Background: an optimization exercise with open tools, aiming at small area and a short achievable clock period. Do not read the settings as production practice.
Where RTL was checked, it was by simulation tests only, not by an equivalence proof against the original.
For runs 1 and 2, only the layout was checked, not whether the RTL still works.

`flow/design.v`:
```
module floating_mult (
  input  [31:0] a,
  input  [31:0] b,
  output [31:0] r
);
wire        sa = a[31];
wire        sb = b[31];
wire [7:0]  ea = a[30:23];
wire [7:0]  eb = b[30:23];
wire [22:0] fa = a[22:0];
wire [22:0] fb = b[22:0];
wire a_zero = (ea == 8'd0);
wire b_zero = (eb == 8'd0);
wire a_inf  = (ea == 8'hFF) && (fa == 23'd0);
wire b_inf  = (eb == 8'hFF) && (fb == 23'd0);
wire a_nan  = (ea == 8'hFF) && (fa != 23'd0);
wire b_nan  = (eb == 8'hFF) && (fb != 23'd0);
wire        s = sa ^ sb;
wire [47:0] p = {1'b1, fa} * {1'b1, fb};
wire signed [10:0] e0 = $signed({3'b000, ea}) + $signed({3'b000, eb}) - 11'sd127;
reg  [22:0] m;
reg         g;
reg         st;
reg  signed [10:0] e1;
always @(*) begin
  if (p[47]) begin
    m  = p[46:24];
    g  = p[23];
    st = |p[22:0];
    e1 = e0 + 11'sd1;
  end else begin
    m  = p[45:23];
    g  = p[22];
    st = |p[21:0];
    e1 = e0;
  end
end
wire        rnd = g & (st | m[0]);
wire [23:0] mr  = {1'b0, m} + {23'd0, rnd};
wire signed [10:0] e2 = mr[23] ? e1 + 11'sd1 : e1;
wire [22:0] mf  = mr[22:0];
reg [31:0] res;
always @(*) begin
  if (a_nan || b_nan || (a_inf && b_zero) || (b_inf && a_zero))
    res = 32'h7FC00000;
  else if (a_inf || b_inf)
    res = {s, 8'hFF, 23'd0};
  else if (a_zero || b_zero)
    res = {s, 31'd0};
  else if (e2 >= 11'sd255)
    res = {s, 8'hFF, 23'd0};
  else if (e2 <= 11'sd0)
    res = {s, 31'd0};
  else
    res = {s, e2[7:0], mf};
end
assign r = res;
endmodule
module floating_adder (
  input  [31:0] a,
  input  [31:0] b,
  output [31:0] r
);
wire        sa = a[31];
wire        sb = b[31];
wire [7:0]  ea = a[30:23];
wire [7:0]  eb = b[30:23];
wire [22:0] fa = a[22:0];
wire [22:0] fb = b[22:0];
wire a_zero = (ea == 8'd0);
wire b_zero = (eb == 8'd0);
wire a_max  = (ea == 8'hFF);
wire b_max  = (eb == 8'hFF);
wire a_inf  = a_max && (fa == 23'd0);
wire b_inf  = b_max && (fb == 23'd0);
wire a_nan  = a_max && (fa != 23'd0);
wire b_nan  = b_max && (fb != 23'd0);
wire sub = sa ^ sb;
wire [8:0] dab = {1'b0, ea} - {1'b0, eb};
wire [8:0] dba = {1'b0, eb} - {1'b0, ea};
wire       a_ge = ~dab[8];
wire [7:0] d  = a_ge ? dab[7:0] : dba[7:0];
wire [7:0]  ex = a_ge ? ea : eb;
wire        sx = a_ge ? sa : sb;
wire        sy = a_ge ? sb : sa;
wire [23:0] mx = a_ge ? {1'b1, fa} : {1'b1, fb};
wire [23:0] my = a_ge ? {1'b1, fb} : {1'b1, fa};
function [4:0] tz24;
  input [23:0] v;
  integer i;
  begin
    tz24 = 5'd23;
    for (i = 22; i >= 0; i = i - 1)
      if (v[i]) tz24 = i[4:0];
  end
endfunction
wire [4:0] tza = tz24({1'b1, fa});
wire [4:0] tzb = tz24({1'b1, fb});
wire [26:0] a27 = {1'b1, fa, 3'b000};
wire [26:0] b27 = {1'b1, fb, 3'b000};
wire        bigab = (dab[7:0] >= 8'd27);
wire        bigba = (dba[7:0] >= 8'd27);
wire [26:0] b_sh  = bigab ? 27'd0 : (b27 >> dab[4:0]);
wire [26:0] a_sh  = bigba ? 27'd0 : (a27 >> dba[4:0]);
wire        stb   = (dab[7:0] > ({3'd0, tzb} + 8'd2));
wire        sta   = (dba[7:0] > ({3'd0, tza} + 8'd2));
wire [26:0] y_al  = a_ge ? {b_sh[26:1], b_sh[0] | stb} : {a_sh[26:1], a_sh[0] | sta};
wire [26:0] x27    = {mx, 3'b000};
wire [27:0] s0 = sub ? ({1'b0, x27} - {1'b0, y_al}) : ({1'b0, x27} + {1'b0, y_al});
reg  [26:0] fn;
reg  [1:0]  fsel;    
always @(*) begin
  if (s0[27]) begin
    fn   = {s0[27:2], s0[1] | s0[0]};
    fsel = 2'd2;
  end else if (s0[26]) begin
    fn   = s0[26:0];
    fsel = 2'd1;
  end else begin
    fn   = {s0[25:0], 1'b0};
    fsel = 2'd0;
  end
end
wire        fg   = fn[2];
wire        fst  = fn[1] | fn[0];
wire [22:0] fm   = fn[25:3];
wire        frnd = fg & (fst | fm[0]);
wire [23:0] fmr  = {1'b0, fm} + {23'd0, frnd};
wire [9:0] fe = {2'b00, ex} - 10'd1 + {8'd0, fsel} + {9'd0, fmr[23]};
reg [31:0] rfar;
always @(*) begin
  if ($signed(fe) >= 10'sd255)
    rfar = {sx, 8'hFF, 23'd0};
  else if ($signed(fe) <= 10'sd0)
    rfar = {sx, 31'd0};
  else
    rfar = {sx, fe[7:0], fmr[22:0]};
end
wire [24:0] cx = {mx, 1'b0};
wire [24:0] cy = d[0] ? {1'b0, my} : {my, 1'b0};
wire [25:0] c1 = {1'b0, cx} - {1'b0, cy};
wire [25:0] c2 = {1'b0, cy} - {1'b0, cx};
wire        cneg = c1[25];
wire [24:0] c  = cneg ? c2[24:0] : c1[24:0];
wire        cs = cneg ? sy : sx;
function [4:0] lz25;
  input [24:0] v;
  integer i;
  begin
    lz25 = 5'd25;
    for (i = 0; i <= 24; i = i + 1)
      if (v[i]) lz25 = 5'd24 - i[4:0];
  end
endfunction
wire [4:0]  clz = lz25(c);
wire [24:0] cn  = c << clz;
wire [8:0]  ce  = {1'b0, ex} - {4'd0, clz};
reg [31:0] rclose;
always @(*) begin
  if (c == 25'd0)
    rclose = 32'd0;
  else if (ce[8] || ce[7:0] == 8'd0)
    rclose = {cs, 31'd0};
  else
    rclose = {cs, ce[7:0], cn[23:1]};
end
wire use_close = sub && (d[7:1] == 7'd0) && !c[24];
reg [31:0] res;
always @(*) begin
  if (a_nan || b_nan || (a_inf && b_inf && (sa != sb)))
    res = 32'h7FC00000;
  else if (a_inf)
    res = a;
  else if (b_inf)
    res = b;
  else if (a_zero && b_zero)
    res = {sa & sb, 31'd0};
  else if (b_zero)
    res = a;
  else if (a_zero)
    res = b;
  else if (use_close)
    res = rclose;
  else
    res = rfar;
end
assign r = res;
endmodule
module conv_kernel(
  input         clk,
  input         rst_n,
  input         clear,
  input  [31:0] i_pixel,
  input  [31:0] i_weight,
  output [31:0] o_pixel
);
reg  [31:0] mult_a;
reg  [31:0] mult_b;
reg  [31:0] add_a;
reg  [31:0] add_b;
wire [31:0] product;
wire [31:0] sum;
always @(posedge clk, negedge rst_n) begin
  if (!rst_n) begin
    mult_a <= 32'b0;
    mult_b <= 32'b0;
  end else begin
    mult_a <= i_pixel;
    mult_b <= i_weight;
  end
end
always @(posedge clk, negedge rst_n) begin
  if (!rst_n) begin
    add_a <= 32'b0;
    add_b <= 32'b0;
  end else if (clear) begin
    add_a <= 32'b0;
    add_b <= 32'b0;
  end else begin
    add_a <= product;
    add_b <= sum;
  end
end
assign o_pixel = add_b;
floating_mult U_floating_mult (.a(mult_a), .b(mult_b), .r(product));
floating_adder U_floating_adder (.a(add_a), .b(add_b), .r(sum));
endmodule
```
`flow/run.sh`:
```
#!/bin/bash
# synth_recipe.tcl (not shown) runs the flow's synth.tcl, then flattens the netlist and writes it again
# the make line also repeats each setting of config.mk as NAME=value (left out here)
make -C /OpenROAD-flow-scripts/flow DESIGN_CONFIG=/design/flow/config.mk WORK_HOME=/design/flow/orfs CLKGATE_MAP_FILE= SYNTH_SCRIPT=/design/flow/synth_recipe.tcl finish
```
`flow/config.mk`:
```
export PLATFORM = sky130hd
export DESIGN_NAME = conv_kernel
export DESIGN_NICKNAME = conv_kernel
export VERILOG_FILES = /design/flow/design.v
export SDC_FILE = /design/flow/constraint.sdc
export NUM_CORES = 4
export LEC_CHECK = 0
export CAP_MARGIN = 20
export CORE_MARGIN = 2
export CORE_UTILIZATION = 40
export SLEW_MARGIN = 20
```
`flow/constraint.sdc`:
```
create_clock -name core_clock -period 12.0 [get_ports {clk}]
set_input_delay 2.4000 -clock core_clock [delete_from_list [all_inputs] [get_ports {clk}]]
set_output_delay 2.4000 -clock core_clock [all_outputs]
set_load 0.01 [all_outputs]
```
==> results of run 1 <==
==> logic make-up after synthesis <==
| kind of cell | share of synthesized area [%] |
|---|---|
| adders and majority gates | 33.7 |
| AOI/OAI and AO/OA | 17.7 |
| muxes | 5.86 |
| buffers and inverters | 9.65 |
| and+or+nand+nor | 21.7 |
| xor gates and xnor gates | 3.52 |
| other | 0.00917 |
| DFF | 7.83 |
==> through the flow <==
stage          area, um2  std cells
2_1_floorplan      40900       5224
3_3_place_gp       43200       6506
3_5_place_dp       43200       6506
4_1_cts            43800       6537
5_1_grt            43900       6538
6_report           43900       6538
==> cell usage in the layout, fill, tap and decap left out, types with 20 or more instances in the layout <==
cell,count
sky130_fd_sc_hd__a21o_1,66
sky130_fd_sc_hd__o21a_1,28
sky130_fd_sc_hd__mux2i_1,147
sky130_fd_sc_hd__inv_1,712
sky130_fd_sc_hd__nand2b_1,46
sky130_fd_sc_hd__xnor2_1,99
sky130_fd_sc_hd__o31ai_1,20
sky130_fd_sc_hd__and2_1,248
sky130_fd_sc_hd__a211oi_1,53
sky130_fd_sc_hd__nand4_1,54
sky130_fd_sc_hd__o21bai_1,36
sky130_fd_sc_hd__mux2_2,33
sky130_fd_sc_hd__nor4_1,54
sky130_fd_sc_hd__mux4_2,24
sky130_fd_sc_hd__nand2_1,691
sky130_fd_sc_hd__fa_1,490
sky130_fd_sc_hd__nor3_1,118
sky130_fd_sc_hd__or2_2,23
sky130_fd_sc_hd__ha_1,313
sky130_fd_sc_hd__clkdlybuf4s50_1,97
sky130_fd_sc_hd__a31oi_1,40
sky130_fd_sc_hd__o22ai_1,29
sky130_fd_sc_hd__buf_4,113
sky130_fd_sc_hd__a21oi_1,299
sky130_fd_sc_hd__or3_1,22
sky130_fd_sc_hd__o21ai_0,197
sky130_fd_sc_hd__xor2_1,55
sky130_fd_sc_hd__nand3_1,98
sky130_fd_sc_hd__nor2b_1,37
sky130_fd_sc_hd__and3_1,32
sky130_fd_sc_hd__dfrtp_1,118
sky130_fd_sc_hd__o211ai_1,48
sky130_fd_sc_hd__nor2_1,304
==> critical path, delay by kind of cell, from the launching register on <==
kind	cells	cell delay, ns
simple gates	11	2.71
mux	2	0.56
flops	1	0.98
fa+ha+maj	9	4.18
buf+inv	2	0.37
xor+xnor	1	0.45
compound gates	5	2.00
==> final cells by class <==
type                    count  share of cell area, %
inverters                 722                   6.18
well taps                1368                   3.90
repair buffers            211                   4.17
multi-input cells        4077                   77.1
repair inverters            1                 0.0171
flip-flops and latches    128                   7.33
clock buffers              17                  0.969
clock inverters            14                  0.356
==> sequential cells by signal, indices dropped and copies added (netlist names) <==
register and flops:
add_b 32, add_a 32, mult_a 32, mult_b 32
==> what timing repair did <==
| item | in CTS | in global routing |
|---|---|---|
| cloned | 0 | 1 |
| gates resized for setup | 1 | 20 |
| pin swaps | 0 | 0 |
| setup endpoints to repair | 1 | 52 |
==> how the worst min path moves through the flow <==
stage,endpoint,slack [ns],cells after the start,start
after floorplan,add_a[31],0.50,2,mult_a[31]
after global placement,add_b[28],0.62,1,add_b[28]
after detailed placement,add_a[31],0.60,2,mult_a[31]
after CTS,add_a[31],0.62,2,mult_a[31]
after global routing,add_a[31],0.64,2,mult_a[31]
final,add_a[31],0.58,2,mult_a[31]
==> layer usage <==
layer | up-vias | GRT usage [%] | wire, um
li1 | 17500 | - | -
met1 | 19000 | 38.7 | 64200
met2 | 1820 | 44.8 | 65800
met3 | 340 | 6.82 | 14000
met4 | 2 | 9.88 | 5780
met5 | - | 0 | 13
==> flow_summary.json, run 1 <==
{
  "die_height_um": 324,
  "postCtsHoldBufs": 0,
  "post_synth_num_cell_types": 121,
  "cts-buffers-inserted": 17,
  "post-synth-top-count-cell": "sky130_fd_sc_hd__inv_1",
  "nFillCells": 10400,
  "clkSlewWorstSetupHoldPaths_ns": 0.07,
  "sequential_cell_area_mm2": 0.00322,
  "r2r_slack_ns": 0.60,
  "final_max_slew_viol_count": 0,
  "slowest_library_cell_on_the_worst_path": "sky130_fd_sc_hd__dfrtp_1",
  "clk_root_buffer_cell": "sky130_fd_sc_hd__clkbuf_16",
  "routability_driven_placement_congestion_ratio": 1.01,
  "drive_above_1_share_pct": 6.19,
  "grt_first_pass_wirelength_um": 229000,
  "hold_vio_cnt_final": 0,
  "reg2reg_from": "mult_b[6]",
  "final_util_pct": 43.2,
  "maxCapViolations": 0,
  "cell_area_after_technology_mapping_mm2": 0.0409,
  "rr_endpoint": "add_a[8]",
  "postCtsSetupBuffers": 0,
  "drt_pass1_iterations": 7,
  "netlist_top_cells_count": "sky130_fd_sc_hd__inv_1, sky130_fd_sc_hd__nand2_1, sky130_fd_sc_hd__fa_1, sky130_fd_sc_hd__ha_1, sky130_fd_sc_hd__nor2_1",
  "fin_setup_tns_ns": 0,
  "count_of_antenna_diodes_in_the_layout": 0,
  "rsz0062_at_grt": "false",
  "reg2regPathDepth": 30,
  "layout.nets": 6033,
  "tritoncts_num_sinks": 128,
  "worstSetupStartpointType": "flip-flop",
  "htree_levels": 4,
  "floorplan.rows": 117,
  "synthDominantAreaCellType": "sky130_fd_sc_hd__fa_1",
  "worst_setup_path_startpoint": "mult_b[6]",
  "grt_overflow_total": 0,
  "cell_mode_on_critical_path": "sky130_fd_sc_hd__fa_1",
  "synth-async-reset-ratio_pct": 100,
  "placement.setup.worst_slack_ns": 0.0149,
  "critPathArrivalTime_ns": 11.78,
  "num_io_pins": 99,
  "post_synthesis_to_final_layout_area_growth_pct": 7.29,
  "yosysSeqAreaShare_pct": 7.83,
  "yosysTopAreaCellShare_pct": 24.0,
  "period_share_pct": 95.0,
  "die_x_um": 324,
  "die-area_mm2": 0.105,
  "clock_latency_ns": 0.52,
  "timing.critical_path.slowest_cell_delay_ns": 0.98,
  "ys_seq_elements": 128,
  "synth_top_flop_cell": "sky130_fd_sc_hd__dfrtp_1",
  "hpwl_um": 120000,
  "synth-warning-count": 3,
  "endpoint": "add_a[8]",
  "worst_hold_path_type": "flip-flop to flip-flop",
  "final.hold.worst_slack_ns": 0.581,
  "critical_path.max_fanout": 22,
  "worst_pin_slew_ns": 1.11,
  "setup_viol": 0,
  "antenna_left": 0,
  "drcViolationCount": 0,
  "gr-usage-all-layers_pct": 28.6,
  "worst_setup_path_end_kind": "flip-flop",
  "post_drt_via_cell_ratio": 5.90,
  "synthesis.instances": 5223,
  "fin_crit_period_ns": 11.40,
  "clock-skew-final_ns": 0.0191,
  "vias": 38600,
  "ys_top_cells_by_area": "sky130_fd_sc_hd__fa_1, sky130_fd_sc_hd__ha_1, sky130_fd_sc_hd__dfrtp_1",
  "multi_input_area_mm2": 0.0338,
  "cts_max_path_buffers": 2,
  "synth_enable_flop_cells": 0,
  "wl_per_cell_um": 22.9,
  "placeable_core_area_mm2": 0.102,
  "dr.first_iter.drc_count": 3697,
  "tritoncts_clock_tree": "yes",
  "antenna_found_initial": 2,
  "detail_route.wirelength_um": 150000,
  "maxSlewHeadroom_pct": 25.7,
  "cp.required_ns": 12.39,
  "initial_core_util_pct": 40.3,
  "maximum_number_of_pins_on_one_net_before_global_route_repair": 66,
  "fmaxAchievable_mhz": 87.7,
  "setup.worst_path.class": "flip-flop to flip-flop",
  "number_of_input_and_output_port_buffers_inserted": 98,
  "setup_slack_ns": 0.603,
  "grt_pass1_vias": 38100,
  "status": "finished clean",
  "synthesis.area_per_instance_um2": 7.83
}
==> inputs of run 2 (changes only) <==
--- a/flow/config.mk
+++ b/flow/config.mk
@@ -8,4 +8,5 @@
 export CAP_MARGIN = 20
 export CORE_MARGIN = 2
 export CORE_UTILIZATION = 40
+export SETUP_SLACK_MARGIN = 5
 export SLEW_MARGIN = 20
==> run 2 against run 1 <==
Net effect:
- first-iteration DRC count rose by 0.84%
- fmax is 20% higher
- sequential share of layout area is 0.72 points lower
- register-to-register slack improved by 1.9 ns
- core utilization rose by 6.8 points
- synthesized area unchanged
- sequential cell count unchanged
==> flow_summary.json, run 2 <==
{
  "r2r_slack_ns": 2.51,
  "layout.nets": 6377,
  "drcViolationCount": 0,
  "synth_top_flop_cell": "sky130_fd_sc_hd__dfrtp_1",
  "critPathArrivalTime_ns": 9.88,
  "gr-usage-all-layers_pct": 30.1,
  "ys_top_cells_by_area": "sky130_fd_sc_hd__fa_1, sky130_fd_sc_hd__ha_1, sky130_fd_sc_hd__dfrtp_1",
  "antenna_left": 0,
  "grt_first_pass_wirelength_um": 241000,
  "timing.hold.worst_path_depth": 1,
  "floorplan.rows": 117,
  "netlist_top_cells_count": "sky130_fd_sc_hd__inv_1, sky130_fd_sc_hd__nand2_1, sky130_fd_sc_hd__fa_1, sky130_fd_sc_hd__ha_1, sky130_fd_sc_hd__nor2_1",
  "clkSlewWorstSetupHoldPaths_ns": 0.07,
  "rsz0062_at_grt": "true",
  "die_height_um": 324,
  "antenna_found_initial": 3,
  "placement.setup.worst_slack_ns": 0.898,
  "initial_core_util_pct": 40.3,
  "setup.worst_path.class": "flip-flop to flip-flop",
  "cp.required_ns": 12.39,
  "critical_path.max_fanout": 6,
  "maxSlewHeadroom_pct": 25.5,
  "status": "finished clean",
  "nFillCells": 9734,
  "clock_latency_ns": 0.51,
  "fin_setup_tns_ns": 0,
  "maximum_number_of_pins_on_one_net_before_global_route_repair": 66,
  "drive_above_1_share_pct": 21.3,
  "clk_root_buffer_cell": "sky130_fd_sc_hd__clkbuf_16",
  "cts-buffers-inserted": 17,
  "wl_per_cell_um": 23.3,
  "die-area_mm2": 0.105,
  "reg2reg_from": "add_b[23]",
  "vias": 40800,
  "htree_levels": 4,
  "post-synth-top-count-cell": "sky130_fd_sc_hd__inv_1",
  "drt_pass1_iterations": 8,
  "fmaxAchievable_mhz": 105,
  "endpoint": "add_b[21]",
  "cell_area_after_technology_mapping_mm2": 0.0409,
  "synthesis.instances": 5223,
  "dr.first_iter.drc_count": 3728,
  "synthDominantAreaCellType": "sky130_fd_sc_hd__fa_1",
  "most_common_cell_after_layout_fill_and_taps_aside": "sky130_fd_sc_hd__inv_1",
  "worst_hold_path_type": "flip-flop to flip-flop",
  "fin_crit_period_ns": 9.49,
  "postCtsHoldBufs": 0,
  "routability_driven_placement_congestion_ratio": 1.04,
  "cts_max_path_buffers": 2,
  "worst_setup_path_startpoint": "add_b[23]",
  "period_share_pct": 79.1,
  "synthesis.area_per_instance_um2": 7.83,
  "yosysTopAreaCellShare_pct": 24.0,
  "worst_setup_path_end_kind": "flip-flop",
  "timing.critical_path.slowest_cell_delay_ns": 0.62,
  "tritoncts_num_sinks": 128,
  "slowest_library_cell_on_the_worst_path": "sky130_fd_sc_hd__or4_4",
  "grt_pass1_vias": 40100,
  "tritoncts_clock_tree": "yes",
  "hpwl_um": 120000,
  "placeable_core_area_mm2": 0.102,
  "rr_endpoint": "add_b[21]",
  "synth-warning-count": 3,
  "ys_seq_elements": 128,
  "post_drt_via_cell_ratio": 5.93,
  "synth_enable_flop_cells": 0,
  "setup_slack_ns": 2.51,
  "worstSetupStartpointType": "flip-flop",
  "post_synth_num_cell_types": 121,
  "num_io_pins": 99,
  "detail_route.wirelength_um": 160000,
  "post_synthesis_to_final_layout_area_growth_pct": 24.2,
  "layout.cells.most_common_list": "sky130_fd_sc_hd__inv_1, sky130_fd_sc_hd__nand2_1, sky130_fd_sc_hd__fa_1",
  "setup_viol": 0,
  "worst_pin_slew_ns": 1.12,
  "yosysSeqAreaShare_pct": 7.83,
  "hold_vio_cnt_final": 0,
  "synth-async-reset-ratio_pct": 100,
  "grt_overflow_total": 0,
  "maxCapViolations": 0,
  "final_max_slew_viol_count": 0,
  "reg2regPathDepth": 42,
  "die_x_um": 324,
  "number_of_input_and_output_port_buffers_inserted": 98,
  "clock-skew-final_ns": 0.0249,
  "count_of_antenna_diodes_in_the_layout": 0
}
[run 2: changes by cell type in the layout (fill, tap and decap cells not counted), moves of 26 or more]
| cell | delta |
|---|---|
| sky130_fd_sc_hd__a21oi_2 | +39 |
| sky130_fd_sc_hd__o21ai_0 | -48 |
| sky130_fd_sc_hd__a21oi_1 | -57 |
| sky130_fd_sc_hd__nand2_1 | -34 |
| sky130_fd_sc_hd__buf_6 | +67 |
| sky130_fd_sc_hd__ha_1 | -72 |
| sky130_fd_sc_hd__dfrtp_4 | +31 |
| sky130_fd_sc_hd__o21ai_1 | +28 |
| sky130_fd_sc_hd__mux2i_1 | -26 |
| sky130_fd_sc_hd__buf_12 | +32 |
| sky130_fd_sc_hd__buf_4 | +218 |
| sky130_fd_sc_hd__dfrtp_1 | -51 |
| sky130_fd_sc_hd__ha_4 | +55 |
[run 2: metal layers]
| metal | wire length [um] | up-vias | global-route usage (%) |
|---|---|---|---|
| met1 | 64800 | 20300 | 39.4 |
| li1 | - | 18200 | - |
| met4 | 6950 | 4 | 11.5 |
| met3 | 15200 | 405 | 6.47 |
| met2 | 73400 | 1957 | 48.5 |
| met5 | 24 | - | 0 |
[run 2: cell type report]
class | count | area [um2] | area share, %
flip-flops and latches | 128 | 3360 | 6.61
repair buffers | 551 | 5310 | 10.4
repair inverters | 1 | 7.51 | 0.0148
clock buffers | 17 | 425 | 0.837
clock inverters | 15 | 174 | 0.342
well taps | 1368 | 1710 | 3.37
multi-input cells | 4081 | 37100 | 73.0
inverters | 722 | 2760 | 5.42
[run 2: through the flow]
step / util (%) / instance area, um2 / instances / hold WS [ns]
6_report: 50.0 / 50800 / 6883 / 0.598
3_3_place_gp: 43.1 / 43800 / 6508 / 0.581
5_1_grt: 50.0 / 50800 / 6883 / 0.626
4_1_cts: 47.5 / 48200 / 6754 / 0.600
2_1_floorplan: - / 41800 / 5224 / 0.502
3_5_place_dp: 43.1 / 43800 / 6508 / 0.584
[run 2: how the worst min path moves through the flow]
stage / from / to / slack [ns]
final: add_b[28] / add_b[28] / 0.60
after global routing: add_b[28] / add_b[28] / 0.63
after CTS: add_b[28] / add_b[28] / 0.60
after detailed placement: add_b[28] / add_b[28] / 0.58
after global placement: add_b[28] / add_b[28] / 0.58
after floorplan: mult_a[31] / add_a[31] / 0.50
[run 2: critical path: cells and delay by family (launching register included)]
family | cells | cell delay, ns
compound gates | 16 | 3.72
simple gates | 13 | 2.90
xor+xnor | 2 | 0.25
fa+ha+maj | 4 | 0.96
flops | 1 | 0.44
buf+inv | 6 | 0.77
mux | 1 | 0.31
[run 2: cells by family after synthesis]
| kind of cell | count (synthesis) | synth area share (%) |
|---|---|---|
| xor gates and xnor gates | 160 | 3.52 |
| other | 1 | 0.00917 |
| adders and majority gates | 808 | 33.7 |
| AOI/OAI and AO/OA | 1079 | 17.7 |
| buffers and inverters | 1019 | 9.65 |
| DFF | 128 | 7.83 |
| and+or+nand+nor | 1823 | 21.7 |
| muxes | 205 | 5.86 |
[run 2: timing repair]
item	CTS	global route
cloned	7	8
endpoints found under the hold margin	0	0
resized for setup	456	325
setup endpoints to repair	63	63
setup buffers	207	121
pin swaps	131	164
==> inputs of run 3 (changes only) <==
--- a/flow/design.v
+++ b/flow/design.v
@@ -96,15 +96,12 @@
 endfunction
 wire [4:0] tza = tz24({1'b1, fa});
 wire [4:0] tzb = tz24({1'b1, fb});
-wire [26:0] a27 = {1'b1, fa, 3'b000};
-wire [26:0] b27 = {1'b1, fb, 3'b000};
-wire        bigab = (dab[7:0] >= 8'd27);
-wire        bigba = (dba[7:0] >= 8'd27);
-wire [26:0] b_sh  = bigab ? 27'd0 : (b27 >> dab[4:0]);
-wire [26:0] a_sh  = bigba ? 27'd0 : (a27 >> dba[4:0]);
-wire        stb   = (dab[7:0] > ({3'd0, tzb} + 8'd2));
-wire        sta   = (dba[7:0] > ({3'd0, tza} + 8'd2));
-wire [26:0] y_al  = a_ge ? {b_sh[26:1], b_sh[0] | stb} : {a_sh[26:1], a_sh[0] | sta};
+wire [4:0] tzy = a_ge ? tzb : tza;
+wire        big    = (d >= 8'd27);
+wire [26:0] y27    = {my, 3'b000};
+wire [26:0] y_sh   = big ? 27'd0 : (y27 >> d[4:0]);
+wire        sticky = ({1'b0, d} > ({4'd0, tzy} + 9'd2));
+wire [26:0] y_al   = {y_sh[26:1], y_sh[0] | sticky};
 wire [26:0] x27    = {mx, 3'b000};
 wire [27:0] s0 = sub ? ({1'b0, x27} - {1'b0, y_al}) : ({1'b0, x27} + {1'b0, y_al});
 reg  [26:0] fn;
--- a/flow/config.mk
+++ b/flow/config.mk
@@ -8,5 +8,4 @@
 export CAP_MARGIN = 20
 export CORE_MARGIN = 2
 export CORE_UTILIZATION = 40
-export SETUP_SLACK_MARGIN = 5
 export SLEW_MARGIN = 20
==> run 3 against run 2 <==
Net effect:
- final area decreased by 16%
- routed wire length is 12% lower
- critical path depth up 3
- register-to-register slack worse by 1.7 ns
- global-route usage shrank 2.5 points
- core utilization down 6.7 points
- worst hold slack worse by 0.083 ns
- largest cell class unchanged
==> flow_summary.json, run 3 <==
{
  "status": "finished clean",
  "yosysTopAreaCellShare_pct": 24.7,
  "die_height_um": 319,
  "tritoncts_num_sinks": 128,
  "synthesis.instances": 5064,
  "placement.setup.worst_slack_ns": 0.739,
  "setup.worst_path.class": "flip-flop to flip-flop",
  "antenna_found_initial": 1,
  "numPlacedInstances": 6267,
  "die_x_um": 319,
  "post_synthesis_to_final_layout_area_growth_pct": 7.40,
  "rsz0062_at_grt": "false",
  "clock_latency_ns": 0.51,
  "worst_setup_path_end_kind": "flip-flop",
  "clkSlewWorstSetupHoldPaths_ns": 0.07,
  "maxSlewHeadroom_pct": 21.7,
  "synth-warning-count": 3,
  "floorplan.rows": 115,
  "hold_vio_cnt_final": 0,
  "fin_setup_tns_ns": 0,
  "placeable_core_area_mm2": 0.0986,
  "synthDominantAreaCellType": "sky130_fd_sc_hd__fa_1",
  "critical_path.max_fanout": 53,
  "worst_hold_path_type": "flip-flop to flip-flop",
  "path_delay_family": "compound AO/OA/AOI/OAI gates",
  "postCtsHoldBufs": 0,
  "drcViolationCount": 0,
  "post-synth-top-count-cell": "sky130_fd_sc_hd__inv_1",
  "htree_levels": 4,
  "initial_core_util_pct": 40.4,
  "gr-usage-all-layers_pct": 27.6,
  "clock-skew-final_ns": 0.0166,
  "cp.buffers_inverters": 5,
  "drive_above_1_share_pct": 5.97,
  "timing.critical_path.slowest_cell_delay_ns": 0.49,
  "cell_mode_on_critical_path": "sky130_fd_sc_hd__a21oi_1",
  "num_io_pins": 99,
  "maxCapViolations": 0,
  "worstSetupStartpointType": "flip-flop",
  "period_share_pct": 93.2,
  "setup_viol": 0,
  "wl_per_cell_um": 22.3,
  "cell_area_after_technology_mapping_mm2": 0.0398,
  "worst_pin_slew_ns": 1.16,
  "synthesis.area_per_instance_um2": 7.86,
  "die-area_mm2": 0.102,
  "setup_slack_ns": 0.817,
  "nFillCells": 10100,
  "antenna_left": 0,
  "synth_top_flop_cell": "sky130_fd_sc_hd__dfrtp_1",
  "fmaxAchievable_mhz": 89.4,
  "netlist_top_cells_count": "sky130_fd_sc_hd__inv_1, sky130_fd_sc_hd__nand2_1, sky130_fd_sc_hd__fa_1, sky130_fd_sc_hd__ha_1, sky130_fd_sc_hd__nor2_1",
  "number_of_input_and_output_port_buffers_inserted": 98,
  "ys_seq_elements": 128,
  "routability_driven_placement_congestion_ratio": 1.00,
  "yosysSeqAreaShare_pct": 8.05,
  "critPathArrivalTime_ns": 11.60,
  "most_common_cell_after_layout_fill_and_taps_aside": "sky130_fd_sc_hd__inv_1",
  "vias": 37100,
  "clk_root_buffer_cell": "sky130_fd_sc_hd__clkbuf_16",
  "hpwl_um": 112000,
  "post_drt_via_cell_ratio": 5.89,
  "slowest_library_cell_on_the_worst_path": "sky130_fd_sc_hd__dfrtp_1",
  "maximum_number_of_pins_on_one_net_before_global_route_repair": 70,
  "detail_route.wirelength_um": 140000,
  "grt_first_pass_wirelength_um": 219000,
  "final_max_slew_viol_count": 0,
  "fin_cells": 6310,
  "layout.nets": 5878,
  "fin_crit_period_ns": 11.18,
  "synth-async-reset-ratio_pct": 100,
  "grt_pass1_vias": 37200,
  "cts-buffers-inserted": 17,
  "cp.required_ns": 12.42,
  "post_synth_num_cell_types": 125,
  "final_util_pct": 43.4,
  "synth_enable_flop_cells": 0,
  "layout.cells.most_common_list": "sky130_fd_sc_hd__inv_1, sky130_fd_sc_hd__nand2_1, sky130_fd_sc_hd__fa_1",
  "cts_max_path_buffers": 2,
  "grt_overflow_total": 0,
  "dr.first_iter.drc_count": 3719,
  "tritoncts_clock_tree": "yes",
  "ys_top_cells_by_area": "sky130_fd_sc_hd__fa_1, sky130_fd_sc_hd__ha_1, sky130_fd_sc_hd__dfrtp_1",
  "drt_pass1_iterations": 5
}
[run 3: layout make-up]
cell class                 instances  area, um2  area share [%]
antenna                            1       2.50         0.00585
timing repair buffer             216       1900            4.45
clock inverter                    14        180           0.422
clock buffer                      18        429            1.00
tap                             1287       1610            3.77
sequential                       128       3210            7.50
multi-input combinational       3926      32700            76.5
inverter                         720       2710            6.33
[run 3: what timing repair did]
action	CTS	global route
endpoints found under the setup margin	0	29
gates resized for setup	0	8
buffers inserted	0	8
endpoints found under the hold margin	0	0
[run 3: logic make-up after synthesis]
family                   Yosys count  synth area share, %
flip-flops                       128                 8.05
multiplexers                     168                 4.86
buffers and inverters           1011                 9.88
XOR/XNOR                         157                 3.51
AND/OR/NAND/NOR                 1755                 21.6
AO/OA/AOI/OAI                   1042                 17.6
other                              1              0.00942
adder cells (fa/ha/maj)          802                 34.5
[run 3: layer usage]
| metal | global-route usage [%] | part of all wire [%] | vias up |
|---|---|---|---|
| met5 | 0 | 0 | - |
| met4 | 10.9 | 4.2 | 0 |
| met3 | 4.45 | 8.2 | 249 |
| met2 | 43.1 | 44 | 1681 |
| met1 | 38.1 | 43 | 18400 |
| li1 | - | - | 16800 |
[run 3: worst reg2reg max path: cells and delay by family, from the launching register on]
kind | cells | cell delay, ns
AND/OR/NAND/NOR | 13 | 2.98
AO/OA/AOI/OAI | 19 | 4.14
flip-flops | 1 | 0.49
XOR/XNOR | 1 | 0.13
buffers and inverters | 5 | 0.91
adder cells (fa/ha/maj) | 5 | 1.78
multiplexers | 2 | 0.69
[run 3: path summary, 6_finish.rpt]
kind                             from          to  slack [ns]  cells past startpoint
setup / recovery            add_b[27]   add_b[11]        0.82                     45
hold / removal             mult_a[31]   add_a[31]        0.51                      2
setup reg to reg            add_b[27]   add_b[11]        0.82                     45
min in group asynchronous       rst_n  mult_b[30]        1.89                      1
hold reg to reg            mult_a[31]   add_a[31]        0.51                      2
max in group asynchronous       rst_n  mult_a[20]        8.91                      3
[run 3: metrics by stage]
step	hold WS, ns	instance area [um2]
floorplan	0.502	39800
global placement	0.512	42000
detailed placement	0.510	42000
CTS	0.519	42600
global route	0.550	42700
finish	0.515	42700

-- what the ideal ports hide --
Ports are ideal in the flow. The routed layouts listed here were re-timed in OpenROAD. Step 1: set_driving_cell puts a clkbuf_16 on clk and a buf_2 on each other input, an assumption about the parent block. Step 2, shift: input delay + t, output delay - t, t = (earliest + latest rising clock arrival at the registers) / 2. This alone moves slack from input paths to output paths. Three values: no drivers, after step 1, after step 2; two values: the first two.
| run | shift t [ns] | setup WS [ns] | clock arrival spread, ns | worst slew at a driven data input, ns |
|---|---|---|---|---|
| run 1 | 0.564 | 0.603 / 0.603 / 0.603 | 0.019 / 0.019 | 0.09 |
| run 2 | 0.558 | 2.507 / 2.507 / 2.507 | 0.024 / 0.025 | 0.08 |
| run 3 | 0.552 | 0.817 / 0.817 / 0.817 | 0.018 / 0.018 | 0.08 |
After both steps every run listed still meets setup and hold.
